What follows belongs to an exercise in optimizing a design on an open flow for small area, a short achievable clock period and few clock cycles; a production flow would make more cautious choices.
Where RTL was checked, it was by simulation tests only, not by an equivalence proof against the original.
Function not checked in runs 6 and 7: the RTL went through the layout flow alone.
Power and IR drop assume default switching activity.

<file path="design/flow/config.mk">
export PLATFORM = sky130hd
export DESIGN_NAME = MPQ
export DESIGN_NICKNAME = MPQ
export VERILOG_FILES = /design/flow/design.v
export SDC_FILE = /design/flow/constraint.sdc
export NUM_CORES = 4
export LEC_CHECK = 0
export ABC_AREA = 1
export CAP_MARGIN = 20
export CORE_MARGIN = 2
export CORE_UTILIZATION = 35
export SLEW_MARGIN = 20
</file>
<file path="design/flow/constraint.sdc">
create_clock -name core_clock -period 10.0 [get_ports {clk}]
set_input_delay 2.0000 -clock core_clock [delete_from_list [all_inputs] [get_ports {clk}]]
set_output_delay 2.0000 -clock core_clock [all_outputs]
set_load 0.01 [all_outputs]
</file>
<file path="design/flow/design.v">
module MPQ(
    input clk,
    input rst,
    input data_valid,
    input [7:0] data,
    input cmd_valid,
    input [2:0] cmd,
    input [7:0] index,
    input [7:0] value,
    output reg busy,
    output reg RAM_valid,
    output [7:0] RAM_A,
    output reg [7:0] RAM_D,
    output reg done
);
    function gt8;
        input [7:0] a, b;
        reg [7:0] g, ge;
        reg [3:0] g2, ge2;
        reg [1:0] g4, ge4;
        integer k;
        begin
            g  = a & ~b;
            ge = a | ~b;
            for (k = 0; k < 4; k = k + 1) begin
                g2[k]  = g[2*k+1] | (ge[2*k+1] & g[2*k]);
                ge2[k] = g[2*k+1] | (ge[2*k+1] & ge[2*k]);
            end
            for (k = 0; k < 2; k = k + 1) begin
                g4[k]  = g2[2*k+1] | (ge2[2*k+1] & g2[2*k]);
                ge4[k] = g2[2*k+1] | (ge2[2*k+1] & ge2[2*k]);
            end
            gt8 = g4[1] | (ge4[1] & g4[0]);
        end
    endfunction
    function [1:0] cmp8;
        input [7:0] a, b;
        reg [7:0] g, ge;
        reg [3:0] g2, ge2;
        reg [1:0] g4, ge4;
        integer k;
        begin
            g  = a & ~b;
            ge = a | ~b;
            for (k = 0; k < 4; k = k + 1) begin
                g2[k]  = g[2*k+1] | (ge[2*k+1] & g[2*k]);
                ge2[k] = g[2*k+1] | (ge[2*k+1] & ge[2*k]);
            end
            for (k = 0; k < 2; k = k + 1) begin
                g4[k]  = g2[2*k+1] | (ge2[2*k+1] & g2[2*k]);
                ge4[k] = g2[2*k+1] | (ge2[2*k+1] & ge2[2*k]);
            end
            cmp8 = {g4[1] | (ge4[1] & g4[0]), g4[1] | (ge4[1] & ge4[0])};
        end
    endfunction
    reg [7:0] A [1:15];
    reg [3:0] size;
    reg       started;
    reg       m_upd;    
    reg       m_sup;    
    reg       m_ins;    
    reg       m_ext;    
    reg       m_stA;    
    reg [1:0] bph;      
    reg       m_hp;     
    reg       m_sdn;    
    reg [3:0]  pos;     
    reg [7:0]  vv;      
    reg [3:0]  sz;
    wire [7:0] a1n;      
    reg [15:0] p;       
    integer j;
    wire accept = cmd_valid & ~busy & started & ~data_valid;
    reg [3:0] size_n;
    always @(*) begin
        if (data_valid | m_ins)
            size_n = size + 4'd1;
        else if (m_ext)
            size_n = size - 4'd1;
        else
            size_n = size;
    end
    reg  [3:0] wa;
    wire [4:0] wa2 = {1'b0, wa} + 5'd2;
    wire wr_acc  = accept & (cmd == 3'd4);
    wire wr_cont = RAM_valid & (wa2 <= {1'b0, size});
    always @(posedge clk or posedge rst) begin
        if (rst) begin
            size <= 4'd0;
            started <= 1'b0;
            m_upd <= 1'b0;
            m_sup <= 1'b0;
            m_ins <= 1'b0;
            m_ext <= 1'b0;
            m_stA <= 1'b0;
            bph <= 2'd0;
            m_hp <= 1'b0;
            m_sdn <= 1'b0;
            busy <= 1'b0;
            RAM_valid <= 1'b0;
            done <= 1'b0;
        end else begin
            size <= size_n;
            if (data_valid)
                started <= 1'b1;
            m_upd <= data_valid | (accept & ((cmd == 3'd2) | (cmd == 3'd3)));
            m_sup <= accept & ((cmd == 3'd2) | (cmd == 3'd3));
            m_ins <= accept & (cmd == 3'd3);
            m_ext <= accept & (cmd == 3'd1);
            m_stA <= accept & (cmd == 3'd0);
            bph <= m_stA ? 2'd1 : (bph == 2'd1) ? 2'd2 : (bph == 2'd2) ? 2'd3 : 2'd0;
            m_hp <= m_stA | (bph == 2'd1) | (bph == 2'd2);
            m_sdn <= (accept & ((cmd == 3'd0) | (cmd == 3'd1))) | m_stA |
                     (bph == 2'd1) | (bph == 2'd2);
            busy <= (accept & (cmd == 3'd0)) | m_stA | (bph == 2'd1) |
                    (wr_acc & (size_n > 4'd1)) | (wr_cont & (wa2 != {1'b0, size}));
            RAM_valid <= (wr_acc & (size_n != 4'd0)) | wr_cont;
            done <= (wr_acc & (size_n <= 4'd1)) | (wr_cont & (wa2 == {1'b0, size}));
        end
    end
    always @(posedge clk) begin
        vv <= data_valid ? data : value;
        pos <= data_valid ? size_n : (cmd == 3'd3) ? size_n + 4'd1 : index[3:0];
        if (accept & ((cmd == 3'd2) | (cmd == 3'd3)))
            sz <= 4'd0;
        else
            sz <= (accept & (cmd == 3'd1)) ? size_n - 4'd1 : size_n;
        wa <= wr_cont ? wa + 4'd1 : 4'd0;
        RAM_D <= wr_cont ? NV : a1n;
        if (wr_cont)
            p <= {p[14:0], 1'b0};
        else if (wr_acc)
            p <= 16'd1 << 2;
        else if (data_valid | (accept & ((cmd == 3'd2) | (cmd == 3'd3))))
            p <= 16'd1;
        else if (m_stA)
            p <= 16'd1 << 3;
        else if (bph == 2'd1)
            p <= 16'd1 << 2;
        else if (bph == 2'd2)
            p <= 16'd1 << 1;
        else
            p <= 16'd1 << size_n;
    end
    reg [7:0] NV;
    always @(*) begin
        NV = {8{p[0]}} & vv;
        for (j = 1; j <= 15; j = j + 1)
            NV = NV | ({8{p[j]}} & A[j]);
    end
    assign RAM_A = {4'd0, wa};
    reg        rs  [1:7];    
    reg        lv  [1:7];    
    reg [7:0]  mcv [1:7];    
    reg        root[1:7];
    reg        onc [1:15];   
    reg        go  [1:7];    
    reg [1:0]  cm  [1:7];    
    reg        fr  [1:7];    
    always @(*) begin
        fr[1] = m_sup & ((pos[3] & pos[2]) | (~pos[3] & pos[2] & pos[1]) | (~pos[3] & ~pos[2] & pos[1] & pos[0]));
        fr[2] = m_sup & ((pos[3:2] == 2'b10) & pos[1] | (pos[3:1] == 3'b010) & pos[0]);
        fr[3] = m_sup & ((pos[3:2] == 2'b11) & pos[1] | (pos[3:1] == 3'b011) & pos[0]);
        for (j = 4; j <= 7; j = j + 1)
            fr[j] = m_sup & (pos[3:1] == j) & pos[0];
        for (j = 1; j <= 7; j = j + 1) begin
            lv[j]  = (2*j <= sz);
            rs[j]  = ((2*j+1 <= sz) && gt8(A[2*j+1], A[2*j])) || fr[j];
            mcv[j] = rs[j] ? A[2*j+1] : A[2*j];
        end
        root[1] = m_ext | (m_hp & p[1]);
        root[2] = m_hp & p[2];
        root[3] = m_hp & p[3];
        for (j = 1; j <= 7; j = j + 1)
            cm[j] = cmp8(mcv[j], (j >= 4 && m_stA) ? A[j] : NV);
        onc[1]  = root[1];
        go[1]   = onc[1] & lv[1] & cm[1][1];
        onc[2]  = root[2] | (go[1] & ~rs[1]);
        go[2]   = onc[2] & lv[2] & cm[2][1];
        onc[3]  = root[3] | (go[1] & rs[1]);
        go[3]   = onc[3] & lv[3] & cm[3][1];
        for (j = 4; j <= 7; j = j + 1) begin
            root[j] = m_stA;
            onc[j]  = m_stA | (go[j/2] & (rs[j/2] == j[0]));
            go[j]   = onc[j] & lv[j] & cm[j][1];
        end
        for (j = 8; j <= 15; j = j + 1)
            onc[j] = go[j/2] & (rs[j/2] == j[0]);
    end
    reg        su [1:7];
    reg        m1, m2, m3;
    wire [3:0] a1 = {1'b0, pos[3:1]};
    wire [3:0] a2 = {2'b0, pos[3:2]};
    wire       a3 = pos[3];
    always @(*) begin
        su[1] = gt8(vv, A[1]);
        for (j = 2; j <= 7; j = j + 1)
            su[j] = ~cm[j/2][0];
        m1 = m_sup && (a1 != 4'd0) && su[a1];
        m2 = m1 && (a2 != 4'd0) && su[a2];
        m3 = m2 && a3 && su[1];
    end
    reg        en   [1:15];
    reg        upch [1:15];   
    reg        dnpa [1:15];   
    always @(*) begin
        for (j = 1; j <= 15; j = j + 1) begin
            upch[j] = (j <= 7) && m_sdn && onc[j] && go[j];
            dnpa[j] = (j > 1) && ((m_sup && ((pos == j && m1) || (a1 == j && m2) || (a2 == j && m3))) ||
                                  (j >= 8 && m_stA && onc[j]));
            en[j]   = (m_upd && (pos == j || (m1 && a1 == j) || (m2 && a2 == j) || (m3 && j == 1))) ||
                      (m_sdn && onc[j] && (j >= 8 || go[j] || !root[j] || (j == 1 && m_ext)));
        end
    end
    reg [7:0] an [1:15];      
    always @(*) begin
        for (j = 1; j <= 15; j = j + 1)
            an[j] = !en[j] ? A[j] : upch[j] ? mcv[j] : dnpa[j] ? A[j/2] : NV;
    end
    assign a1n = an[1];
    always @(posedge clk) begin
        for (j = 1; j <= 15; j = j + 1)
            A[j] <= an[j];
    end
endmodule
</file>
<file path="design/flow/flow/run.sh">
#!/bin/bash
set -euo pipefail
bash standard.sh SETUP_SLACK_MARGIN=6.5 finish > make_finish.log 2>&1
</file>
<file path="design/flow/standard.sh">
#!/bin/bash
# synth_recipe.tcl (not shown) runs the flow's synth.tcl, then flattens the netlist and writes it again
# the make line also repeats each setting of config.mk as NAME=value (left out here)
make -C /OpenROAD-flow-scripts/flow DESIGN_CONFIG=/design/flow/config.mk WORK_HOME=/design/flow/orfs CLKGATE_MAP_FILE= SYNTH_SCRIPT=/design/flow/synth_recipe.tcl "${@:-finish}"
</file>
==> results of run 1 <==
==> stage by stage <==
stage | hold slack, ns | util [%] | setup WS [ns]
final | 0.4503 | 48.21 | 6.474
after global routing | 0.4883 | 48.20 | 6.322
after CTS | 0.4821 | 43.27 | 6.470
after detailed placement | 0.4512 | 37.56 | 4.424
after global placement | 0.4434 | 37.55 | 4.469
after floorplan | 0.4223 | - | 6.500
==> state kept, by name, summed over array words and instances, names as in the netlist, 2 cells and up <==
register	cells
sz	4
wa	4
A	120
pos	4
bph	2
vv	8
RAM_D	8
size	4
p	16
==> what timing repair did <==
action                     4_1_cts  5_1_grt
resized for setup              170      273
buffers inserted               117      105
gates cloned                     3       11
setup endpoints to repair      268      261
pin swaps                       37       95
==> Yosys cell counts (all sizes together) (2+ instances only) <==
library cell	n
or2	10
edfxtp	112
ha	18
a221oi	19
nor2	110
o21a	4
a21oi	57
a21boi	14
dfxtp	52
o211ai	8
nand2	906
o22ai	31
inv	197
o21ai	162
nand3b	15
clkinv	4
xor2	2
buf	39
a31oi	8
nand4	17
nor3	12
nand3	220
and2	9
clkbuf	19
dfrtp	17
==> final timing paths <==
path,from,endpoint,slack (ns),cells past startpoint
worst min-delay path,wa[0],wa[0],0.45,1
worst min register to register,wa[0],wa[0],0.45,1
max in group asynchronous,rst,m_sup,7.61,2
worst max register to register,A[6][4],A[9][0],6.47,17
worst max-delay path,A[6][4],A[9][0],6.47,17
min in group asynchronous,rst,size[3],1.92,2
==> final cells by class <==
class / count / area, um2 / area share (%)
Multi-Input combinational cell: 1647 / 8986 / 48.57
Antenna cell: 2 / 5.005 / 0.02705
Timing Repair inverter: 2 / 16.27 / 0.08792
Inverter: 201 / 838.3 / 4.531
Clock inverter: 14 / 148.9 / 0.8048
Clock buffer: 18 / 429.2 / 2.320
Tap cell: 518 / 648.1 / 3.503
Timing Repair Buffer: 281 / 2567 / 13.88
Sequential cell: 181 / 4862 / 26.28
==> report_power, final <==
part / internal (uW) / total (uW) / switching [uW]
Sequential: 1100 / 1320 / 219
Clock: 350 / 688 / 337
Combinational: 1670 / 4620 / 2950
==> cell families after synthesis <==
kind of cell               after synthesis  synth area share, %
xor gates and xnor gates                 3               0.1942
AOI/OAI and AO/OA                      311                13.74
adders and majority gates               18                1.664
buffers and inverters                  259                7.977
other                                    1              0.02770
and+or+nand+nor                       1301                40.72
DFF                                    181                35.68
==> layer usage <==
layer  vias to the layer above  track usage [%]
met3                       306            7.127
met2                      1123            49.48
met5                         -                0
met1                      7601            41.55
li1                       7402                -
met4                         2            20.21
==> out/results.tsv, run 1 <==
metric	value	unit
Max Cap Violations	0	
CTS Root Buffer Type	clkbuf_16	
Synth warnings	16	
FF+latch count, synth	181	
CP most frequent cell	nand2_1	
main area contributors after synthesis	edfxtp_1, nand2_1, nand3_1	
unrepaired setup endpoints after global routing	yes	
global-route wire length before repair	94870	um
CORE AREA	0.03838	mm2
worst vdd ir	0.1645	mV
Max Slew Vio Count	0	
placed instance count	2594	
post-synthesis sequential area ratio	35.68	%
Top Ports	50	
die area	0.04026	mm2
FMAX	0.2836	GHz
P_leak	0.008597	uW
final setup fails	0	
Slowest Stage Delay on Critical Path	0.54	ns
Finished Layout Cells	2864	
pin count of the biggest net entering global routing	37	
Synth top area share	24.85	%
M1 WL	26160	um
CP bufs+invs	2	
die height	200.7	um
Crit. End Element	flop	
setup_tns	0	ns
vias per cell	5.738	
met2 routed WL	28950	um
crit path DAT	3.72	ns
Detail Placement HPWL	47070	um
Syn Inst Count	2074	
share of layout cells above drive strength 1	25.98	%
commonest non-fill, non-tap cell in the layout	nand2_1	
CTS tree	done	
DR top layer	met5	
later-pin clock latency in the skew report	0.47	ns
Max Root-Sink Buffers	2	
Vias	16434	
gr usage total	32.35	%
TritonCTS Sinks	181	
antenna violations before repair	3	
crit-path cells	nand2_1, nand2_1, a221oi_1, nand4_1, buf_4, nor2_1, nand2_1, nand2_1, a21oi_4, nand2_2, nand2_4, o21ai_4, nand3_2, a21oi_4, nand2_8, o21ai_4, buf_6	
status	no timing/DRC/antenna violations	
Congestion Overflow GR	0	
routed wire length	68630	um
Startpoint Class	flop	
TritonCTS buffer count	17	
Final Hold Vio Count	0	
family with the most delay on the worst path	compound AO/OA/AOI/OAI gates	
post-synthesis average cell area	6.526	um2
Pwr Density	358.0	mW/mm2
area growth from synthesis to layout	36.69	%
wire per inst	23.96	um
Yosys top cell by area	edfxtp_1	
ys flop type	edfxtp_1	
Tightest Pin Transition	0.9180	ns
DIE WIDTH	200.7	um
1st-pass router iterations	7	
Cell Area, Synth	0.01354	mm2
Relative slew margins	38.73	%
routability cong.	1.022	
WS Path Type	flop to flop	
Tot Pwr	6624	uW
EDFF count, synth	112	
Hold Path Class	flop to flop	
PortBufs	41	
fillers	3868	
Met3 Wirelength	7919	um
Hold Buf Count CTS	0	
ANT nets after route	0	
fin crit period	3.526	ns
placed cell area	0.01441	mm2
initial drt markers	2114	
commonest non-fill, non-tap cells in the layout	nand2_1, nand3_1, buf_4, inv_1, edfxtp_1	
Setup Skew	0.01513	ns
CP max-delay cell	edfxtp_1	
cell area after layout	0.01850	mm2
asr flop ratio synth	9.392	%
Worst Path Max Fanout	8	
Initial Utilization	35.27	%
H-tree levels	4	
Unique masters post-synth	57	
Final Cycle Share	35.26	%
Row Count	72	
vias in the first global route	14403	
Clk pin slew, worst setup/hold paths	0.08	ns
Final nets	2380	
Worst Path Required	10.19	ns
drt drc	0	
Testbench counts, summed over its fixed seeds: cycles 12,800.
==> run 2: changes to the inputs <==
==> design/flow/flow/run.sh (replaced) <==
#!/bin/bash
set -euo pipefail
bash standard.sh SETUP_SLACK_MARGIN=6 "BUFFER_PORTS_ARGS=-buffer_cell sky130_fd_sc_hd__buf_2" finish > make_finish.log 2>&1
==> run 2 against run 1 <==
Net effect:
- area after synthesis unchanged
- design area decreased by 14%
- first-iteration DRC count shrank 7.2%
- sequential share of layout area grew 4.2 points
- critical path type unchanged
- highest routed layer is now met4
==> out/results.tsv, run 2 <==
metric	value	unit
later-pin clock latency in the skew report	0.47	ns
status	no timing/DRC/antenna violations	
Final Cycle Share	39.17	%
Seq pwr share	23.7	%
Row Count	72	
crit path DAT	4.12	ns
main area contributors after synthesis	edfxtp_1, nand2_1, nand3_1	
Top Ports	50	
biggest regs	A (120), p (16)	
Worst Path Required	10.21	ns
Synth warnings	16	
switch share	54.10	%
Initial Utilization	35.27	%
Detail Placement HPWL	46750	um
Hold WS	0.4685	ns
Startpoint Class	flop	
Hold Buf Count CTS	0	
initial drt markers	1962	
reg2reg end	A[3][2]	
post-synthesis average cell area	6.526	um2
commonest non-fill, non-tap cell in the layout	nand2_1	
antenna violations before repair	1	
vias in the first global route	13977	
global-route wire length before repair	90290	um
pin count of the biggest net entering global routing	37	
1st-pass router iterations	6	
Hold Path Class	flop to flop	
TritonCTS Sinks	181	
Tightest Pin Transition	0.9197	ns
DIE WIDTH	200.7	um
CTS Root Buffer Type	clkbuf_16	
WS Path Type	flop to flop	
EDFF count, synth	112	
Final nets	2231	
family with the most delay on the worst path	simple AND/OR/NAND/NOR gates	
drt drc	0	
Pint	2561	uW
CP most frequent cell	nand2_1	
PortBufs	41	
hold depth	2	
Relative slew margins	38.62	%
die area	0.04026	mm2
Clk pin slew, worst setup/hold paths	0.08	ns
area growth from synthesis to layout	17.42	%
max FFs per register	120	
Top reg by flops	A	
Max Slew Vio Count	0	
Setup Skew	0.01736	ns
Psw	3018	uW
ys flop type	edfxtp_1	
routability cong.	1.034	
Vias	15398	
FMAX	0.2553	GHz
unrepaired setup endpoints after global routing	yes	
Congestion Overflow GR	0	
CP bufs+invs	0	
final setup fails	0	
routed wire length	62700	um
TritonCTS buffer count	17	
asr flop ratio synth	9.392	%
top cells by count, synth	nand2_1, nand3_1, inv_1	
R2R setup slack	6.08	ns
Max Cap Violations	0	
CP max-delay cell	dfxtp_1	
Pwr Density	351.0	mW/mm2
setup_tns	0	ns
CTS tree	done	
Cell Area, Synth	0.01354	mm2
Slowest Stage Delay on Critical Path	0.66	ns
Worst Path Max Fanout	12	
fin crit period	3.917	ns
H-tree levels	4	
gr usage total	30.68	%
Crit. End Element	flop	
post-synthesis sequential area ratio	35.68	%
worst reg2reg startpoint	sz[1]	
die height	200.7	um
share of layout cells above drive strength 1	14.90	%
crit-path cells	nand2_1, o21ai_2, nand2_4, nand2_4, nand2_1, nand2_1, nor2_1, a21boi_1, nand2_1, nor2_1, nand2_1, nand4_2, nand2_4, nor2_8, nand3_2, nand2_4, nand2_1, nand3_1, nand2_1	
CORE AREA	0.03838	mm2
top-count cell post-synth	nand2_1	
Final Hold Vio Count	0	
clock share of power	11.9	%
HP Start	started	
Max Root-Sink Buffers	2	
commonest non-fill, non-tap cells in the layout	nand2_1, nand3_1, inv_1, o21ai_0, edfxtp_1	
Synth top area share	24.85	%
worst reg2reg path depth	19	
logic gate share of total power	64.4	%
P_leak	0.007531	uW
hold endpoint	started	
worst vdd ir	0.1393	mV
Unique masters post-synth	57	
Yosys top cell by area	edfxtp_1	
wire per inst	23.09	um
ANT nets after route	0	
Syn Inst Count	2074	
vias per cell	5.671	
FF+latch count, synth	181	
-- run 2: final cells by class --
class	instances	area, um2
clock buffer	19	442.9
sequential	181	4838
multi-input combinational	1637	7978
inverter	201	802.0
clock inverter	13	100.1
timing repair buffer	144	1080
fill	4085	22480
tap	518	648.1
antenna	2	5.005
-- run 2: timing repair --
item,in CTS,in global routing
gates cloned,0,0
resized for setup,48,64
setup buffers,34,56
pin swaps,14,9
endpoints found under the setup margin,240,248
-- run 2: power groups by stage --
stage | combinational (uW) | clock [uW] | sequential (uW)
3_3_place_gp | 3040 | 0 | 1340
3_5_place_dp | 3070 | 0 | 1340
2_1_floorplan | 2080 | 0 | 1200
6_report | 3590 | 666 | 1320
5_1_grt | 3850 | 699 | 1320
4_1_cts | 3290 | 670 | 1320
-- run 2: kinds of logic (layout without fill, tap and decap cells) --
kind of cell,after synthesis,after routing,share of synthesized area (%)
simple gates,1301,1301,40.72
compound gates,311,311,13.74
buf+inv,259,377,7.977
flops,181,181,35.68
fa+ha+maj,18,18,1.664
xor+xnor,3,3,0.1942
other cells,1,6,0.02770
-- run 2: routing by layer --
| layer | track usage (%) | wire [um] | up-vias | part of all wire, % |
|---|---|---|---|---|
| met5 | 0 | 0 | - | 0 |
| met4 | 17.12 | 3709 | 0 | 5.9 |
| met3 | 7.679 | 7484 | 216 | 12 |
| met2 | 46.68 | 27130 | 1007 | 43 |
| met1 | 39.82 | 24380 | 7104 | 39 |
| li1 | - | - | 7071 | - |
-- run 2: through the flow --
step / area [um2] / total power, uW / std cells / worst slack [ns] / utilization [%]
2_1_floorplan: 13550 / 3280 / 2077 / 6.328 / -
3_3_place_gp: 14180 / 4380 / 2591 / 4.280 / 36.94
3_5_place_dp: 14180 / 4409 / 2591 / 4.285 / 36.94
4_1_cts: 15240 / 5284 / 2657 / 6.021 / 39.71
5_1_grt: 15890 / 5871 / 2713 / 5.930 / 41.40
6_report: 15890 / 5579 / 2715 / 6.083 / 41.42
-- run 2: worst reg2reg max path: cells and delay by family, from the launching register on --
| family | cells | cell delay [ns] |
|---|---|---|
| and+or+nand+nor | 17 | 2.49 |
| DFF | 1 | 0.66 |
| AOI/OAI and AO/OA | 2 | 0.51 |
-- run 2: worst max path at each step --
stage | from | endpoint | slack, ns | cells past startpoint
floorplan | data_valid | p[3] | 6.33 | 9
global placement | A[5][2] | A[9][4] | 4.28 | 18
detailed placement | A[2][2] | A[9][7] | 4.29 | 18
CTS | A[5][2] | A[3][2] | 6.02 | 26
global route | A[7][2] | A[3][2] | 5.93 | 23
finish | sz[1] | A[3][2] | 6.08 | 19
==> run 3: changes to the inputs <==
==> design/flow/flow/run.sh (replaced) <==
#!/bin/bash
set -euo pipefail
bash standard.sh SETUP_SLACK_MARGIN=6 finish > make_finish.log 2>&1
==> run 3 against run 2 <==
Net effect:
- critical endpoint is now A[12][1]
- register-to-register slack improved by 0.02 ns
- power increased by 0.68%
- highest routed layer unchanged
- synthesized cell count unchanged
- still clean on timing, DRC and antenna
- die area unchanged
- sequential power about the same
==> out/results.tsv, run 3 <==
metric	value	unit
status	no timing/DRC/antenna violations	
die height	200.7	um
Slowest Stage Delay on Critical Path	0.48	ns
Synth warnings	16	
antenna violations before repair	1	
crit path to	A[12][1]	
ys flop type	edfxtp_1	
share of layout cells above drive strength 1	12.12	%
FF+latch area	0.004840	mm2
global-route wire length before repair	91070	um
Top Ports	50	
wire per inst	23.50	um
PortBufs	41	
P_leak	0.007483	uW
later-pin clock latency in the skew report	0.48	ns
Hold Path Class	flop to flop	
Crit. End Element	flop	
WS Path Type	flop to flop	
initial drt markers	2230	
final design utilization	41.67	%
post-synthesis average cell area	6.526	um2
routed wire length	63370	um
setup_tns	0	ns
CTS Root Buffer Type	clkbuf_16	
unrepaired setup endpoints after global routing	no	
Vias	15462	
Yosys top cell by area	edfxtp_1	
commonest non-fill, non-tap cells in the layout	nand2_1, nand3_1, inv_1, o21ai_0, edfxtp_1	
EDFF count, synth	112	
R2R setup slack	6.10	ns
CP max-delay cell	edfxtp_1	
area growth from synthesis to layout	18.14	%
TritonCTS buffer count	17	
Detail Placement HPWL	46550	um
CTS tree	done	
routability cong.	1.035	
Worst Path Max Fanout	12	
CP most frequent cell	nand2_1	
Clk pin slew, worst setup/hold paths	0.08	ns
Initial Utilization	35.27	%
H-tree levels	4	
gr usage total	30.98	%
Tightest Pin Transition	0.9068	ns
Cell Area, Synth	0.01354	mm2
Hold Buf Count CTS	0	
Final nets	2214	
DIE WIDTH	200.7	um
Final Cycle Share	39.01	%
Max Root-Sink Buffers	2	
die area	0.04026	mm2
ANT nets after route	0	
fillers	4129	
worst reg2reg path depth	21	
crit path DAT	4.10	ns
post-synthesis sequential area ratio	35.68	%
FF+latch count, synth	181	
Max Cap Violations	0	
Worst Path Required	10.20	ns
worst reg2reg startpoint	A[12][5]	
reg2reg end	A[12][1]	
max FFs per register	120	
worst setup path startpoint	A[12][5]	
worst vdd ir	0.1840	mV
Relative slew margins	39.48	%
fin crit period	3.901	ns
1st-pass router iterations	9	
vias per cell	5.733	
Top reg by flops	A	
drt drc	0	
Unique masters post-synth	57	
Syn Inst Count	2074	
main area contributors after synthesis	edfxtp_1, nand2_1, nand3_1	
crit-path cells	nand2_1, nand2_1, a221oi_2, nand4_1, buf_4, inv_1, buf_6, nor2_4, a21oi_1, or2_1, o21ai_0, nand2_1, nand2_1, nand2_1, nand2_1, nand2_1, nand2_1, nor2_4, nand2_4, o21ai_4, buf_4	
cell area after layout	0.01599	mm2
footprint of the multi-input gates	0.007964	mm2
Max Slew Vio Count	0	
top-count cell post-synth	nand2_1	
final setup fails	0	
vias in the first global route	13927	
Congestion Overflow GR	0	
biggest regs	A (120), p (16)	
Pwr Density	351.3	mW/mm2
CORE AREA	0.03838	mm2
top cells by count, synth	nand2_1, nand3_1, inv_1	
placed cell area	0.01440	mm2
pin count of the biggest net entering global routing	37	
Synth top area share	24.85	%
asr flop ratio synth	9.392	%
Setup Skew	0.01997	ns
Startpoint Class	flop	
FMAX	0.2564	GHz
commonest non-fill, non-tap cell in the layout	nand2_1	
Final Hold Vio Count	0	
Row Count	72	
TritonCTS Sinks	181	
[run 3: cell counts after synthesis]
Identical to the previous run, type by type.
[run 3: where the power goes]
group          switching (uW)  internal [uW]
clock network             347            401
logic                    2460           1080
registers                 231           1090
total                    3040           2580
[run 3: through the flow]
step / hold slack [ns] / worst slack, ns / power (uW) / cells
after floorplan: 0.4223 / 6.328 / 3280 / 2077
after global placement: 0.4448 / 4.816 / 4424 / 2593
after detailed placement: 0.4482 / 4.751 / 4468 / 2593
after CTS: 0.4648 / 5.970 / 5332 / 2647
after global routing: 0.5104 / 5.966 / 5908 / 2696
final: 0.4593 / 6.099 / 5617 / 2697
[run 3: logic make-up (layout without fill, tap and decap cells)]
group                      count (synthesis)  count (layout)  synth area share (%)
other                                      1               5               0.02770
AOI/OAI and AO/OA                        311             311                 13.74
and+or+nand+nor                         1301            1301                 40.72
adders and majority gates                 18              18                 1.664
DFF                                      181             181                 35.68
buffers and inverters                    259             360                 7.977
xor gates and xnor gates                   3               3                0.1942
[run 3: how the worst min path moves through the flow]
stage | start | end | slack, ns | depth (start not counted)
detailed placement | started | started | 0.45 | 2
global placement | started | started | 0.44 | 2
finish | started | started | 0.46 | 2
global route | started | started | 0.51 | 2
floorplan | started | started | 0.42 | 2
CTS | started | started | 0.46 | 2
[run 3: metal layers]
metal / GRT usage, % / part of all wire (%) / vias to the layer above
li1: - / - / 7030
met3: 7.711 / 12 / 251
met2: 45.91 / 42 / 1065
met4: 20.61 / 7.5 / 0
met1: 39.99 / 39 / 7116
met5: 0 / 0 / -
[run 3: critical path: cells and delay by family, from the launching register on]
| kind | cells | cell delay, ns |
|---|---|---|
| buffers and inverters | 4 | 0.75 |
| AOI/OAI and AO/OA | 4 | 0.79 |
| and+or+nand+nor | 13 | 1.58 |
| DFF | 1 | 0.48 |
[run 3: layout make-up]
| cell class | instances | share of cell area [%] |
|---|---|---|
| clock buffers | 18 | 2.684 |
| clock inverters | 14 | 1.205 |
| well taps | 518 | 4.053 |
| inverters | 201 | 4.961 |
| diodes | 1 | 0.01565 |
| flip-flops and latches | 181 | 30.27 |
| multi-input cells | 1637 | 49.80 |
| repair buffers | 127 | 7.011 |
[run 3: what timing repair did]
| item | in CTS | in global routing |
|---|---|---|
| endpoints found under the hold margin | 0 | 0 |
| pin swaps | 9 | 8 |
| endpoints found under the setup margin | 264 | 258 |
| buffers inserted | 22 | 49 |
| resized for setup | 51 | 65 |
==> run 4: changes to the inputs <==
==> design/flow/flow/run.sh (replaced) <==
#!/bin/bash
# The standard layout, with two changes to how it is made:
#  - synthesis maps the logic with ABC's default liberty script (area-oriented
#    &nf mapping) instead of ORFS's abc_area.script; every other synthesis step,
#    and so every register, is the standard synthesis's;
#  - timing repair aims at 6 ns setup slack, i.e. well below the 10 ns constraint.
set -euo pipefail
W=$PWD
cat > "$W/flow_synth.tcl" <<TCL
proc abc {args} {
  set out {}
  set skip 0
  foreach a \$args {
    if {\$skip} { set skip 0; continue }
    if {\$a eq "-script" || \$a eq "-constr"} { set skip 1; continue }
    lappend out \$a
  }
  yosys abc {*}\$out
}
source $W/synth_recipe.tcl
TCL
bash standard.sh "SYNTH_SCRIPT=$W/flow_synth.tcl" SETUP_SLACK_MARGIN=6 finish > make_finish.log 2>&1
==> run 4 against run 3 <==
Net effect:
- still clean on timing, DRC and antenna
- utilization rose by 9.6 points
- power rose by 6.4%
- combinational power rose by 7.1%
- die area fell by 13%
- sequential cell count did not move
- register-to-register slack got worse by 0.72 ns
- sequential share of layout area fell by 1.8 points
- setup slack got worse by 0.72 ns
- via count fell by 17%
- clock skew fell by 0.00051 ns
- first-iteration DRC count fell by 12%
- largest cell class unchanged
==> out/results.tsv, run 4 <==
metric	value	unit
commonest non-fill, non-tap cells in the layout	buf_4, mux2i_1, edfxtp_1, nand2_1, clkinv_1	
Setup Skew	0.01946	ns
max FFs per register	120	
1st-pass router iterations	12	
Synth top area share	28.53	%
share of layout cells above drive strength 1	33.40	%
later-pin clock latency in the skew report	0.47	ns
Final Hold Vio Count	0	
initial drt markers	1953	
Initial Utilization	35.33	%
biggest regs	A (120), p (16)	
top-count cell post-synth	mux2i_1	
Relative slew margins	26.64	%
Clk pin slew, worst setup/hold paths	0.08	ns
die height	187.5	um
Cell Area, Synth	0.01179	mm2
met3 GRT Util	8.946	%
global-route wire length before repair	76980	um
Top Ports	50	
Yosys top cell by area	edfxtp_1	
worst vdd ir	0.1786	mV
Unique masters post-synth	61	
final setup fails	0	
area growth from synthesis to layout	45.10	%
Detail Placement HPWL	36050	um
EDFF count, synth	112	
footprint of the multi-input gates	0.008162	mm2
Top reg by flops	A	
main area contributors after synthesis	edfxtp_1, mux2i_1, dfxtp_1	
DIE WIDTH	187.5	um
wire per inst	28.00	um
P_leak	0.006740	uW
FF+latch count, synth	181	
CP max-delay cell	edfxtp_1	
ANT nets after route	0	
CTS tree	done	
unrepaired setup endpoints after global routing	yes	
GRT met1 Usage	36.72	%
Hold WS	0.5330	ns
Syn Inst Count	1208	
CORE AREA	0.03336	mm2
die area	0.03516	mm2
worst reg2reg path depth	20	
Tightest Pin Transition	1.100	ns
Synth warnings	16	
Max Cap Violations	0	
status	no timing/DRC/antenna violations	
PortBufs	41	
fillers	2972	
setup_tns	0	ns
CTS Root Buffer Type	clkbuf_16	
crit-path cells	nor2b_1, o221ai_1, a21oi_1, o221ai_2, buf_4, a31oi_4, nor3_1, a21oi_1, a211oi_1, a311o_1, a211oi_2, o41ai_4, buf_6, buf_4, buf_6, buf_6, o32ai_4, o21ai_4, a221oi_4, o31ai_2	
pin count of the biggest net entering global routing	57	
Startpoint Class	flop	
FMAX	0.2164	GHz
Vias	12785	
WS Path Type	flop to flop	
Max Slew Vio Count	0	
post-synthesis average cell area	9.758	um2
GRT busiest layer	met2	
CP most frequent cell	buf_6	
Row Count	67	
crit path DAT	4.97	ns
hold depth	1	
TritonCTS Sinks	181	
vias in the first global route	11948	
asr flop ratio synth	9.392	%
Final Cycle Share	46.22	%
Final nets	1545	
routability cong.	0.9943	
Worst Path Required	10.35	ns
Hold Path Class	flop to flop	
drt drc	0	
post-synthesis sequential area ratio	40.97	%
gr usage total	29.53	%
commonest non-fill, non-tap cell in the layout	buf_4	
Worst Path Max Fanout	5	
Crit. End Element	flop	
Pwr Density	349.4	mW/mm2
Max Root-Sink Buffers	2	
ys flop type	edfxtp_1	
TritonCTS buffer count	17	
final design utilization	51.26	%
met2 usage	44.38	%
Slowest Stage Delay on Critical Path	0.55	ns
routed wire length	54800	um
Congestion Overflow GR	0	
vias per cell	6.533	
FF+latch area	0.004867	mm2
fin crit period	4.622	ns
top cells by count, synth	mux2i_1, edfxtp_1, nand2_1	
H-tree levels	4	
antenna violations before repair	1	
# diodes	0	
==> run 4: cell types whose count changed after synthesis, moves of 33 or more <==
cell	previous run	this run
nand2_1	872	93
nand3_1	215	28
inv_1	184	0
mux2i_1	0	139
clkinv_1	4	92
o21ai_0	120	57
mux2_1	0	53
nor2_1	104	71
==> run 4: critical path: cells and delay by family, from the launching register on <==
| kind | cells | cell delay [ns] |
|---|---|---|
| buffers and inverters | 5 | 0.71 |
| AO/OA/AOI/OAI | 13 | 2.95 |
| AND/OR/NAND/NOR | 2 | 0.27 |
| flip-flops | 1 | 0.55 |
==> run 4: final timing paths <==
kind	from	end	slack, ns
worst max-delay path	A[2][1]	RAM_D[5]	5.38
worst min-delay path	m_stA	bph[1]	0.53
worst max register to register	A[2][1]	RAM_D[5]	5.38
worst min register to register	m_stA	bph[1]	0.53
max in group asynchronous	rst	m_stA	7.74
min in group asynchronous	rst	done	1.89
==> run 4: kinds of logic (layout without fill, tap and decap cells) <==
group                      after synthesis  count (layout)  share of synthesized area, %
AOI/OAI and AO/OA                      391             392                         22.97
xor gates and xnor gates                 8               8                        0.5944
adders and majority gates               29              29                         2.845
buffers and inverters                   96             391                         3.184
DFF                                    181             181                         40.97
muxes                                  192             192                         16.87
other                                    1               4                       0.03181
and+or+nand+nor                        310             312                         12.54
==> run 4: metrics by stage <==
stage	area (um2)	cells	setup WS (ns)	total power (uW)
6_report	17100	1957	5.378	5975
5_1_grt	17100	1957	5.275	6135
4_1_cts	15990	1880	5.507	5338
3_5_place_dp	13160	1717	4.411	4021
3_3_place_gp	13140	1715	4.463	3975
2_1_floorplan	12060	1211	5.623	2998
==> run 4: power by group <==
part | switching, uW | internal (uW)
clock | 338 | 387
combinational | 2210 | 1570
sequential | 350 | 1110
==> run 4: layout make-up <==
| type | count | share of cell area [%] |
|---|---|---|
| Timing Repair Buffer | 267 | 14.88 |
| Clock inverter | 12 | 0.7096 |
| Clock buffer | 20 | 2.860 |
| Multi-Input combinational cell | 937 | 47.72 |
| Tap cell | 448 | 3.277 |
| Sequential cell | 181 | 28.46 |
| Inverter | 92 | 2.099 |
==> run 4: layer usage <==
layer  vias to the layer above  routed length [um]
met5                         -                   0
met4                         0                4687
met3                       328                7435
met2                      1092               23000
met1                      6026               19670
li1                       5339                   -
==> run 4: what timing repair did <==
| action | CTS | global route |
|---|---|---|
| hold buffers | 0 | 0 |
| gates cloned | 5 | 2 |
| resized for setup | 261 | 126 |
| setup endpoints to repair | 268 | 256 |
| buffers inserted | 126 | 73 |
| pin swaps | 64 | 58 |
| hold endpoints to repair | 0 | 0 |
==> run 5: changes to the inputs <==
==> design/flow/flow/run.sh (replaced) <==
#!/bin/bash
# The standard layout, with two changes to how it is made:
#  - synthesis maps the logic with flow/abc_map.script instead of ORFS's
#    abc_area.script; every other synthesis step, and so every register, is
#    the standard synthesis's;
#  - timing repair aims at 6 ns setup slack, i.e. well below the 10 ns constraint.
set -euo pipefail
W=$PWD
cat > "$W/flow_synth.tcl" <<TCL
proc abc {args} {
  set out {}
  set skip 0
  foreach a \$args {
    if {\$skip} { set skip 0; continue }
    if {\$a eq "-script" || \$a eq "-constr"} { set skip 1; continue }
    lappend out \$a
  }
  yosys abc -script $W/flow/abc_map.script {*}\$out
}
source $W/synth_recipe.tcl
TCL
bash standard.sh "SYNTH_SCRIPT=$W/flow_synth.tcl" SETUP_SLACK_MARGIN=6 finish > make_finish.log 2>&1
==> design/flow/flow/abc_map.script (new file) <==
strash; &get -n; &fraig -x; &put; scorr; dc2; dretime; strash; &get -n; &dch -f; &nf; &put; topo; stime -c; buffer -c; upsize -c; dnsize -c
==> run 5 against run 4 <==
Net effect:
- still clean on timing, DRC and antenna
- maximum frequency increased by 0.47%
- sequential share of layout area increased by 1.4 points
- design area decreased by 4.9%
- final cell count decreased by 3.0%
- hold slack got worse by 0.036 ns
- routed wire length shrank 3.4%
- combinational power shrank 5%
- critical path depth shrank 8
- clock-buffer cell count rose by 1
- largest power group unchanged
==> out/results.tsv, run 5 <==
metric	value	unit
1st-pass router iterations	11	
Relative slew margins	34.36	%
initial drt markers	2134	
post-synthesis sequential area ratio	39.70	%
ANT nets after route	0	
worst reg2reg startpoint	sz[1]	
final setup fails	0	
Psw	2797	uW
routed wire length	52920	um
drt drc	0	
area growth from synthesis to layout	33.65	%
Synth top area share	27.65	%
Vias	12303	
clock share of power	12.0	%
CORE AREA	0.03437	mm2
top-count cell post-synth	mux2i_1	
Final Cycle Share	46.00	%
PortBufs	41	
crit path DAT	4.81	ns
Initial Utilization	35.39	%
ys flop type	edfxtp_1	
unrepaired setup endpoints after global routing	yes	
EDFF count, synth	112	
Setup Skew	0.01308	ns
wire per inst	27.88	um
TritonCTS Sinks	181	
Max Slew Vio Count	0	
worst setup path startpoint	sz[1]	
Unique masters post-synth	84	
asr flop ratio synth	9.392	%
HP Start	started	
Top reg by flops	A	
footprint of the multi-input gates	0.007968	mm2
Crit. End Element	flop	
CTS Root Buffer Type	clkbuf_16	
fillers	3146	
Hold Path Class	flop to flop	
vias per cell	6.482	
switch share	48.73	%
antenna violations before repair	0	
die area	0.03627	mm2
Syn Inst Count	1248	
Worst Path Max Fanout	11	
Pwr Density	353.0	mW/mm2
worst vdd ir	0.2454	mV
logic gate share of total power	62.8	%
Pint	2943	uW
Cell Area, Synth	0.01217	mm2
fin crit period	4.600	ns
WS Path Type	flop to flop	
Startpoint Class	flop	
H-tree levels	4	
final design utilization	47.30	%
Synth warnings	16	
post-synthesis average cell area	9.748	um2
status	no timing/DRC/antenna violations	
FF+latch area	0.004855	mm2
die height	190.4	um
Clk pin slew, worst setup/hold paths	0.08	ns
pin count of the biggest net entering global routing	62	
FF+latch count, synth	181	
Worst Path Required	10.21	ns
Max Cap Violations	0	
global-route wire length before repair	74930	um
Top Ports	50	
CTS tree	done	
setup_tns	0	ns
routability cong.	1.015	
later-pin clock latency in the skew report	0.46	ns
share of layout cells above drive strength 1	31.55	%
Seq pwr share	25.2	%
top cells by count, synth	mux2i_1, edfxtp_1, inv_1, nand2_1, a21oi_1	
Hold WS	0.4975	ns
TritonCTS buffer count	17	
gr usage total	28.18	%
Final nets	1478	
Max Root-Sink Buffers	2	
Tightest Pin Transition	0.9846	ns
commonest non-fill, non-tap cells in the layout	mux2i_1, edfxtp_1, buf_4, inv_1, nand2_1	
Yosys top cell by area	edfxtp_1	
Final Hold Vio Count	0	
DIE WIDTH	190.4	um
Row Count	68	
main area contributors after synthesis	edfxtp_1, mux2i_1, dfxtp_1	
Detail Placement HPWL	35810	um
vias in the first global route	11691	
FMAX	0.2174	GHz
biggest regs	A (120), p (16)	
Congestion Overflow GR	0	
commonest non-fill, non-tap cell in the layout	mux2i_1	
P_leak	0.006581	uW
max FFs per register	120	
-- run 5: changes by cell type in the layout (fill, tap and decap cells not counted), sizes merged, moves of 2 or more --
cell / change
clkbuf: +2
clkinv: -87
buf: -68
inv: +88
-- run 5: final cells by class --
cell class | count | area share (%)
inverters | 92 | 2.170
repair buffers | 200 | 11.94
multi-input cells | 937 | 49.00
well taps | 455 | 3.501
clock inverters | 11 | 0.5387
flip-flops and latches | 181 | 29.86
diodes | 1 | 0.01539
clock buffers | 21 | 2.970
-- run 5: metal layers --
metal / vias up / wire [um] / global-route usage (%) / share of wire [%]
met1: 5903 / 19600 / 36.57 / 37
met2: 952 / 22570 / 41.59 / 43
met3: 260 / 6851 / 6.901 / 13
met5: - / 0 / 0 / 0
li1: 5188 / - / - / -
met4: 0 / 3899 / 18.55 / 7.4
-- run 5: cells by family (layout without fill, tap and decap cells) --
kind of cell,Yosys count,after routing,share of synthesized area (%)
AO/OA/AOI/OAI,391,394,23.53
AND/OR/NAND/NOR,310,310,12.42
multiplexers,192,192,16.34
flip-flops,181,181,39.70
buffers and inverters,136,324,4.597
adder cells (fa/ha/maj),29,29,2.798
XOR/XNOR,8,8,0.5760
other,1,5,0.03083
-- run 5: per-stage QoR --
stage	instances	instance area, um2	total power (uW)	setup slack, ns
finish	1898	16260	5740	5.400
floorplan	1251	12370	3076	5.732
CTS	1862	15430	5203	5.506
global route	1897	16260	5900	5.357
detailed placement	1720	13240	4048	3.996
global placement	1720	13240	3993	4.096
-- run 5: worst paths after layout --
path,to,slack (ns),depth (start not counted)
min reg2reg,started,0.50,1
min,started,0.50,1
min in group asynchronous,done,1.99,2
max in group asynchronous,m_stA,7.50,2
max,A[5][1],5.40,12
max reg2reg,A[5][1],5.40,12
-- run 5: timing repair --
| action | in CTS | in global routing |
|---|---|---|
| setup buffers | 108 | 32 |
| hold buffers | 0 | 0 |
| gates cloned | 2 | 3 |
| endpoints found under the setup margin | 266 | 251 |
| pin swaps | 44 | 40 |
| gates resized for setup | 156 | 122 |
-- run 5: power by group through the flow --
stage	combinational, uW	clock [uW]	sequential, uW
after floorplan	1810	0	1270
after global routing	3750	714	1440
after CTS	3110	686	1400
final	3600	689	1450
after detailed placement	2610	0	1440
after global placement	2560	0	1430
-- run 5: critical path, stage by stage, from the launching register on --
cell	delay (ns)
dfxtp_1	0.75
nor3_1	0.16
a211oi_4	0.36
a21o_4	0.29
mux2i_2	0.40
maj3_2	0.27
a31o_1	0.19
a2111oi_4	0.11
o41ai_4	0.60
nor2_4	0.15
a32oi_4	0.44
mux2_4	0.34
mux2_4	0.26
==> run 6: changes to the inputs <==
--- a/design/flow/design.v
+++ b/design/flow/design.v
@@ -152,41 +152,40 @@
     reg        rs  [1:7];    
     reg        lv  [1:7];    
+    reg        rv  [1:7];    
     reg [7:0]  mcv [1:7];    
     reg        root[1:7];
     reg        onc [1:15];   
     reg        go  [1:7];    
-    reg [1:0]  cm  [1:7];    
-    reg        fr  [1:7];    
-    always @(*) begin
-        fr[1] = m_sup & ((pos[3] & pos[2]) | (~pos[3] & pos[2] & pos[1]) | (~pos[3] & ~pos[2] & pos[1] & pos[0]));
-        fr[2] = m_sup & ((pos[3:2] == 2'b10) & pos[1] | (pos[3:1] == 3'b010) & pos[0]);
-        fr[3] = m_sup & ((pos[3:2] == 2'b11) & pos[1] | (pos[3:1] == 3'b011) & pos[0]);
-        for (j = 4; j <= 7; j = j + 1)
-            fr[j] = m_sup & (pos[3:1] == j) & pos[0];
+    reg [1:0]  cn  [1:15];   
+    reg        ca  [4:7];    
+    always @(*) begin
+        for (j = 1; j <= 15; j = j + 1)
+            cn[j] = cmp8(A[j], NV);
         for (j = 1; j <= 7; j = j + 1) begin
             lv[j]  = (2*j <= sz);
-            rs[j]  = ((2*j+1 <= sz) && gt8(A[2*j+1], A[2*j])) || fr[j];
+            rv[j]  = (2*j+1 <= sz);
+            rs[j]  = rv[j] && gt8(A[2*j+1], A[2*j]);
             mcv[j] = rs[j] ? A[2*j+1] : A[2*j];
         end
+        for (j = 4; j <= 7; j = j + 1)
+            ca[j] = gt8(mcv[j], A[j]);
         root[1] = m_ext | (m_hp & p[1]);
         root[2] = m_hp & p[2];
         root[3] = m_hp & p[3];
-        for (j = 1; j <= 7; j = j + 1)
-            cm[j] = cmp8(mcv[j], (j >= 4 && m_stA) ? A[j] : NV);
         onc[1]  = root[1];
-        go[1]   = onc[1] & lv[1] & cm[1][1];
+        go[1]   = onc[1] & ((lv[1] & cn[2][1]) | (rv[1] & cn[3][1]));
         onc[2]  = root[2] | (go[1] & ~rs[1]);
-        go[2]   = onc[2] & lv[2] & cm[2][1];
+        go[2]   = onc[2] & ((lv[2] & cn[4][1]) | (rv[2] & cn[5][1]));
         onc[3]  = root[3] | (go[1] & rs[1]);
-        go[3]   = onc[3] & lv[3] & cm[3][1];
+        go[3]   = onc[3] & ((lv[3] & cn[6][1]) | (rv[3] & cn[7][1]));
         for (j = 4; j <= 7; j = j + 1) begin
             root[j] = m_stA;
             onc[j]  = m_stA | (go[j/2] & (rs[j/2] == j[0]));
-            go[j]   = onc[j] & lv[j] & cm[j][1];
+            go[j]   = m_stA ? (lv[j] & ca[j]) :
+                      (onc[j] & ((lv[j] & cn[2*j][1]) | (rv[j] & cn[2*j+1][1])));
         end
         for (j = 8; j <= 15; j = j + 1)
             onc[j] = go[j/2] & (rs[j/2] == j[0]);
     end
-    reg        su [1:7];
     reg        m1, m2, m3;
     wire [3:0] a1 = {1'b0, pos[3:1]};
@@ -194,10 +193,7 @@
     wire       a3 = pos[3];
     always @(*) begin
-        su[1] = gt8(vv, A[1]);
-        for (j = 2; j <= 7; j = j + 1)
-            su[j] = ~cm[j/2][0];
-        m1 = m_sup && (a1 != 4'd0) && su[a1];
-        m2 = m1 && (a2 != 4'd0) && su[a2];
-        m3 = m2 && a3 && su[1];
+        m1 = m_sup && (a1 != 4'd0) && !cn[a1][0];
+        m2 = m1 && (a2 != 4'd0) && !cn[a2][0];
+        m3 = m2 && a3 && !cn[1][0];
     end
     reg        en   [1:15];
==> design/flow/flow/run.sh (replaced) <==
#!/bin/bash
set -euo pipefail
bash standard.sh SETUP_SLACK_MARGIN=6.5 finish > make_finish.log 2>&1
removed: design/flow/flow/abc_map.script
==> run 6 against run 5 <==
Net effect:
- final cell count up 60%
- hold slack got worse by 0.013 ns
- largest power group unchanged
- clock power increased by 4.9%
- register-to-register slack gained 1.1 ns
- area after synthesis up 20%
==> out/results.tsv, run 6 <==
metric	value	unit
max FFs per register	120	
fillers	4261	
Worst Path Max Fanout	13	
unrepaired setup endpoints after global routing	yes	
CORE AREA	0.04111	mm2
worst reg2reg path depth	21	
die area	0.04353	mm2
die height	208.6	um
routed wire length	66300	um
Yosys top cell by area	nand2_1	
Max Slew Vio Count	0	
post-synthesis average cell area	6.263	um2
post-synthesis sequential area ratio	32.95	%
setup_tns	0	ns
area growth from synthesis to layout	26.22	%
Relative slew margins	35.64	%
P_leak	0.008602	uW
Congestion Overflow GR	0	
TritonCTS Sinks	181	
1st-pass router iterations	6	
Final Cycle Share	35.20	%
crit-path cells	nand2_1, nand3_1, nor2_2, nand3_4, buf_12, inv_16, nand2_1, o21ai_0, nand3_1, nand2_1, nand2_1, nand2_1, o21ai_1, nand2_2, nand2_4, o21ai_4, nand3_4, o21ai_4, nand3_2, o21ai_2, buf_6	
final setup fails	0	
Tot Pwr	6424	uW
Startpoint Class	flop	
hold depth	1	
Crit. End Element	flop	
min setup slack post-route	6.480	ns
DIE WIDTH	208.6	um
biggest regs	A (120), p (16)	
Vias	17131	
fin crit period	3.520	ns
CTS tree	done	
Top Ports	50	
Setup Skew	0.01290	ns
Initial Utilization	35.65	%
Row Count	74	
Hold Path Class	flop to flop	
PortBufs	41	
asr flop ratio synth	9.392	%
H-tree levels	4	
Hold WS	0.4843	ns
Final Hold Vio Count	0	
Final nets	2546	
pre-CTS setup slack	5.090	ns
Worst Path Required	10.19	ns
FMAX	0.2841	GHz
crit path DAT	3.71	ns
Detail Placement HPWL	44460	um
vias in the first global route	15024	
drt drc	0	
Tightest Pin Transition	0.9644	ns
top-count cell post-synth	nand2_1	
status	no timing/DRC/antenna violations	
Max Root-Sink Buffers	2	
initial drt markers	2225	
Slowest Stage Delay on Critical Path	0.47	ns
ys flop type	edfxtp_1	
TritonCTS buffer count	17	
Synth warnings	17	
top cells by count, synth	nand2_1, inv_1, nor2_1	
Clk pin slew, worst setup/hold paths	0.08	ns
CTS Root Buffer Type	clkbuf_16	
later-pin clock latency in the skew report	0.49	ns
FF+latch count, synth	181	
ANT nets after route	0	
Pwr Density	347.2	mW/mm2
wire per inst	21.79	um
Top reg by flops	A	
gr usage total	28.72	%
worst vdd ir	0.2121	mV
vias per cell	5.630	
WS Path Type	flop to flop	
CP max-delay cell	edfxtp_1	
pin count of the biggest net entering global routing	33	
antenna violations before repair	0	
share of layout cells above drive strength 1	18.13	%
Max Cap Violations	0	
final design utilization	45.00	%
main area contributors after synthesis	nand2_1, edfxtp_1, dfxtp_1	
Cell Area, Synth	0.01466	mm2
CP most frequent cell	nand2_1	
commonest non-fill, non-tap cells in the layout	nand2_1, inv_1, nor2_1, buf_4, o21ai_0	
Synth top area share	24.05	%
EDFF count, synth	112	
Unique masters post-synth	65	
Syn Inst Count	2340	
commonest non-fill, non-tap cell in the layout	nand2_1	
routability cong.	1.042	
global-route wire length before repair	92760	um
==> run 6: cell type report <==
type                       instances  area, um2  area share (%)
clock inverter                    14      183.9          0.9942
sequential                       181       4887           26.42
multi-input combinational       1841       9246           49.98
inverter                         216      855.8           4.626
timing repair buffer             238       2218           11.99
antenna                            2      5.005         0.02705
timing repair inverter             1      8.758         0.04734
tap                              532      665.6           3.598
clock buffer                      18      429.2           2.320
==> run 6: stage by stage <==
stage          instance area, um2  instances
2_1_floorplan               14670       2343
3_5_place_dp                15280       2825
3_3_place_gp                15280       2824
5_1_grt                     18500       3041
4_1_cts                     17030       2944
6_report                    18500       3043
==> run 6: cells by family (layout without fill, tap and decap cells) <==
group,after synthesis,in the layout,share of synthesized area (%)
flops,181,181,32.95
compound gates,467,467,18.01
fa+ha+maj,19,19,1.622
xor+xnor,3,3,0.1793
buf+inv,325,487,9.638
other cells,1,6,0.02559
simple gates,1344,1348,37.57
==> run 6: worst paths after layout <==
check | startpoint | end | slack (ns)
worst max-delay path | A[3][1] | A[10][3] | 6.48
worst min-delay path | started | started | 0.48
worst max register to register | A[3][1] | A[10][3] | 6.48
worst min register to register | started | started | 0.48
max in group asynchronous | rst | size[3] | 7.64
min in group asynchronous | rst | started | 1.91
==> run 6: timing repair <==
item | 4_1_cts | 5_1_grt
endpoints found under the setup margin | 267 | 263
hold buffers | 0 | 0
pin swaps | 19 | 42
gates cloned | 2 | 9
resized for setup | 111 | 175
setup buffers | 85 | 88
==> run 6: where the power goes <==
part	switching [uW]	internal (uW)
clock network	362	361
logic	2820	1580
registers	204	1100
total	3390	3030
==> run 6: critical path: cells and delay by family (launching register included) <==
kind | cells | cell delay, ns
simple gates | 13 | 1.45
compound gates | 5 | 0.85
flops | 1 | 0.47
buf+inv | 3 | 0.45
==> run 6: routing by layer <==
layer / global-route usage, % / vias up / routed length [um]
met4: 16.13 / 0 / 4447
met2: 43.67 / 1057 / 27890
met5: 0 / - / 0
met3: 7.154 / 267 / 8300
li1: - / 7965 / -
met1: 37.28 / 7842 / 25660
==> run 7: changes to the inputs <==
==> design/flow/flow/run.sh (replaced) <==
#!/bin/bash
set -euo pipefail
bash standard.sh SETUP_SLACK_MARGIN=6 finish > make_finish.log 2>&1
==> run 7 against run 6 <==
Net effect:
- via count decreased by 4.6%
- synthesized cell count did not move
- sequential share of layout area up 2.9 points
- die area stayed put
- global-route usage fell by 0.45 points
- maximum frequency fell by 8.8%
- routed wire length decreased by 6.0%
- critical path depth unchanged
- critical endpoint is now A[9][4]
- largest power group unchanged
==> out/results.tsv, run 7 <==
metric	value	unit
WS Path Type	flop to flop	
gr usage total	28.27	%
ys flop type	edfxtp_1	
biggest regs	A (120), p (16)	
logic gate share of total power	63.6	%
Max Slew Vio Count	0	
Final Hold Vio Count	0	
met2 routed WL	26100	um
CP bufs+invs	3	
Congestion Overflow GR	0	
commonest non-fill, non-tap cells in the layout	nand2_1, inv_1, nor2_1, o21ai_0, nand3_1	
vias in the first global route	14839	
asr flop ratio synth	9.392	%
Row Count	74	
Worst Path Max Fanout	14	
later-pin clock latency in the skew report	0.47	ns
M1 WL	25660	um
Startpoint Class	flop	
worst vdd ir	0.1830	mV
TritonCTS Sinks	181	
main area contributors after synthesis	nand2_1, edfxtp_1, dfxtp_1	
Syn Inst Count	2340	
top-count cell post-synth	nand2_1	
EDFF count, synth	112	
Hold Buf Count CTS	0	
fillers	4445	
Synth top area share	24.05	%
ANT nets after route	0	
Max Root-Sink Buffers	2	
post-synthesis average cell area	6.263	um2
CTS tree	done	
DR top layer	met5	
Relative slew margins	38.84	%
CP max-delay cell	edfxtp_1	
CP most frequent cell	nand2_1	
switch share	54.90	%
clock share of power	12.2	%
Setup Skew	0.01753	ns
antenna violations before repair	2	
Top Ports	50	
unrepaired setup endpoints after global routing	yes	
Finished Layout Cells	2917	
Final nets	2421	
max FFs per register	120	
placed instance count	2828	
commonest non-fill, non-tap cell in the layout	nand2_1	
Pwr Density	334.8	mW/mm2
Final Cycle Share	38.60	%
CTS Root Buffer Type	clkbuf_16	
DIE WIDTH	208.6	um
drt drc	0	
placed cell area	0.01530	mm2
share of layout cells above drive strength 1	9.690	%
post-synthesis sequential area ratio	32.95	%
crit path DAT	3.96	ns
Seq pwr share	24.2	%
Vias	16345	
Cell Area, Synth	0.01466	mm2
cell area after layout	0.01657	mm2
TritonCTS buffer count	17	
Max Cap Violations	0	
Hold Path Class	flop to flop	
global-route wire length before repair	91850	um
final setup fails	0	
Tightest Pin Transition	0.9152	ns
FMAX	0.2591	GHz
Top reg by flops	A	
Clk pin slew, worst setup/hold paths	0.07	ns
die area	0.04353	mm2
Detail Placement HPWL	45280	um
setup_tns	0	ns
Synth warnings	17	
Yosys top cell by area	nand2_1	
top cells by count, synth	nand2_1, inv_1, nor2_1	
Met3 Wirelength	7233	um
Psw	3044	uW
Slowest Stage Delay on Critical Path	0.51	ns
1st-pass router iterations	5	
CORE AREA	0.04111	mm2
Pint	2501	uW
fin crit period	3.860	ns
routability cong.	1.033	
H-tree levels	4	
Worst Path Required	10.10	ns
wire per inst	21.35	um
routed wire length	62290	um
family with the most delay on the worst path	simple AND/OR/NAND/NOR gates	
Unique masters post-synth	65	
Crit. End Element	flop	
Initial Utilization	35.65	%
die height	208.6	um
status	no timing/DRC/antenna violations	
FF+latch count, synth	181	
P_leak	0.007677	uW
crit-path cells	nand2_1, nand2_1, nor2_1, nand2_1, nor2_2, buf_4, nor2_1, a21oi_2, nand2_1, clkinv_1, nand2_1, nand2_1, nand2_1, nand2_1, nand2_2, o21ai_4, nand3_1, o21ai_2, buf_4, nand3_1, o21ai_2	
PortBufs	41	
initial drt markers	2110	
vias per cell	5.603	
area growth from synthesis to layout	13.03	%
pin count of the biggest net entering global routing	30	
[run 7: final cells by class]
type	count	area (um2)	share of cell area (%)
diodes	1	2.502	0.01511
flip-flops and latches	181	4848	29.27
repair buffers	118	1056	6.375
clock inverters	14	118.9	0.7175
multi-input cells	1837	8610	51.97
inverters	216	835.8	5.045
well taps	532	665.6	4.018
clock buffers	18	429.2	2.591
[run 7: power groups by stage]
stage | Combinational [uW] | Sequential (uW) | Clock, uW
2_1_floorplan | 2240 | 1200 | 0
3_3_place_gp | 3140 | 1380 | 0
3_5_place_dp | 3190 | 1380 | 0
4_1_cts | 3290 | 1350 | 680
5_1_grt | 3840 | 1350 | 707
6_report | 3530 | 1340 | 679
[run 7: cells by family after synthesis]
kind of cell	count (synthesis)	synth area share (%)
and+or+nand+nor	1344	37.57
AOI/OAI and AO/OA	467	18.01
buffers and inverters	325	9.638
DFF	181	32.95
adders and majority gates	19	1.622
xor gates and xnor gates	3	0.1793
other	1	0.02559
[run 7: worst reg2reg max path, cell delays in order, from the launching register on]
cell and delay (ns):
edfxtp_1 0.51, nand2_1 0.28, nand2_1 0.09, nor2_1 0.10, nand2_1 0.07, nor2_2 0.29
buf_4 0.31, nor2_1 0.09, a21oi_2 0.15, nand2_1 0.07, clkinv_1 0.05, nand2_1 0.04
nand2_1 0.07, nand2_1 0.07, nand2_1 0.08, nand2_2 0.09, o21ai_4 0.22, nand3_1 0.20
o21ai_2 0.20, buf_4 0.17, nand3_1 0.09, o21ai_2 0.25
[run 7: metal layers]
layer | vias to the layer above | GRT usage, %
met5 | - | 0
met4 | 4 | 14.98
met3 | 181 | 6.447
met2 | 936 | 42.42
met1 | 7541 | 37.88
li1 | 7683 | -
[run 7: stage by stage]
step	worst slack [ns]	hold WS, ns	total power, uW	utilization, %
3_3_place_gp	4.824	0.4678	4517	37.18
2_1_floorplan	6.402	0.4375	3440	-
5_1_grt	5.978	0.5254	5897	40.29
3_5_place_dp	4.785	0.4806	4565	37.22
4_1_cts	5.993	0.5020	5317	39.31
6_report	6.140	0.4950	5546	40.30
[run 7: final timing paths]
path / start / to / slack (ns) / cells past startpoint
worst max-delay path: A[15][6] / A[9][4] / 6.14 / 21
worst min-delay path: wa[0] / wa[0] / 0.50 / 1
worst max register to register: A[15][6] / A[9][4] / 6.14 / 21
worst min register to register: wa[0] / wa[0] / 0.50 / 1
max in group asynchronous: rst / bph[0] / 7.63 / 2
min in group asynchronous: rst / m_hp / 1.93 / 2
[run 7: repair_timing]
action / CTS / global route
resized for setup: 49 / 35
setup endpoints to repair: 264 / 256
buffers inserted: 14 / 42
pin swaps: 5 / 6

separate check: timing with driven ports:
No port has a modelled driver above. Below, the same layouts with a new extraction and two added sets of constraints.
Step 1 sets driving cells, clkbuf_16 on the clock port and buf_2 on the other inputs (assumed; they add their load-dependent delay and slew).
Step 2 also shifts input and output timing later by t, the mid clock arrival at the registers, as if the neighbouring blocks saw the same clock.
a / b / c = no drivers / after step 1 / after step 2; a / b = the first two.
| run | t, ns | setup WS [ns] | latest minus earliest clock arrival (ns) | worst data-port slew with drivers (ns) | pins driven straight from the clock port |
|---|---|---|---|---|---|
| run 1 | 0.528 | 6.474 / 6.474 / 6.103 | 0.015 / 0.015 | 0.03 | 1 |
| run 2 | 0.512 | 6.083 / 6.083 / 5.793 | 0.018 / 0.017 | 0.03 | 1 |
| run 3 | 0.534 | 6.099 / 6.099 / 5.751 | 0.020 / 0.020 | 0.03 | 1 |
| run 4 | 0.507 | 5.378 / 5.378 / 5.378 | 0.019 / 0.020 | 0.06 | 1 |
| run 5 | 0.492 | 5.400 / 5.400 / 5.400 | 0.013 / 0.014 | 0.03 | 1 |
| run 6 | 0.534 | 6.480 / 6.480 / 6.151 | 0.013 / 0.013 | 0.03 | 1 |
| run 7 | 0.516 | 6.140 / 6.140 / 5.899 | 0.017 / 0.017 | 0.03 | 1 |
After both steps setup and hold are still met in every run listed. The setup slack of run 1, which loses most, moves by 0.000 ns with the drivers and by -0.371 ns with both steps.
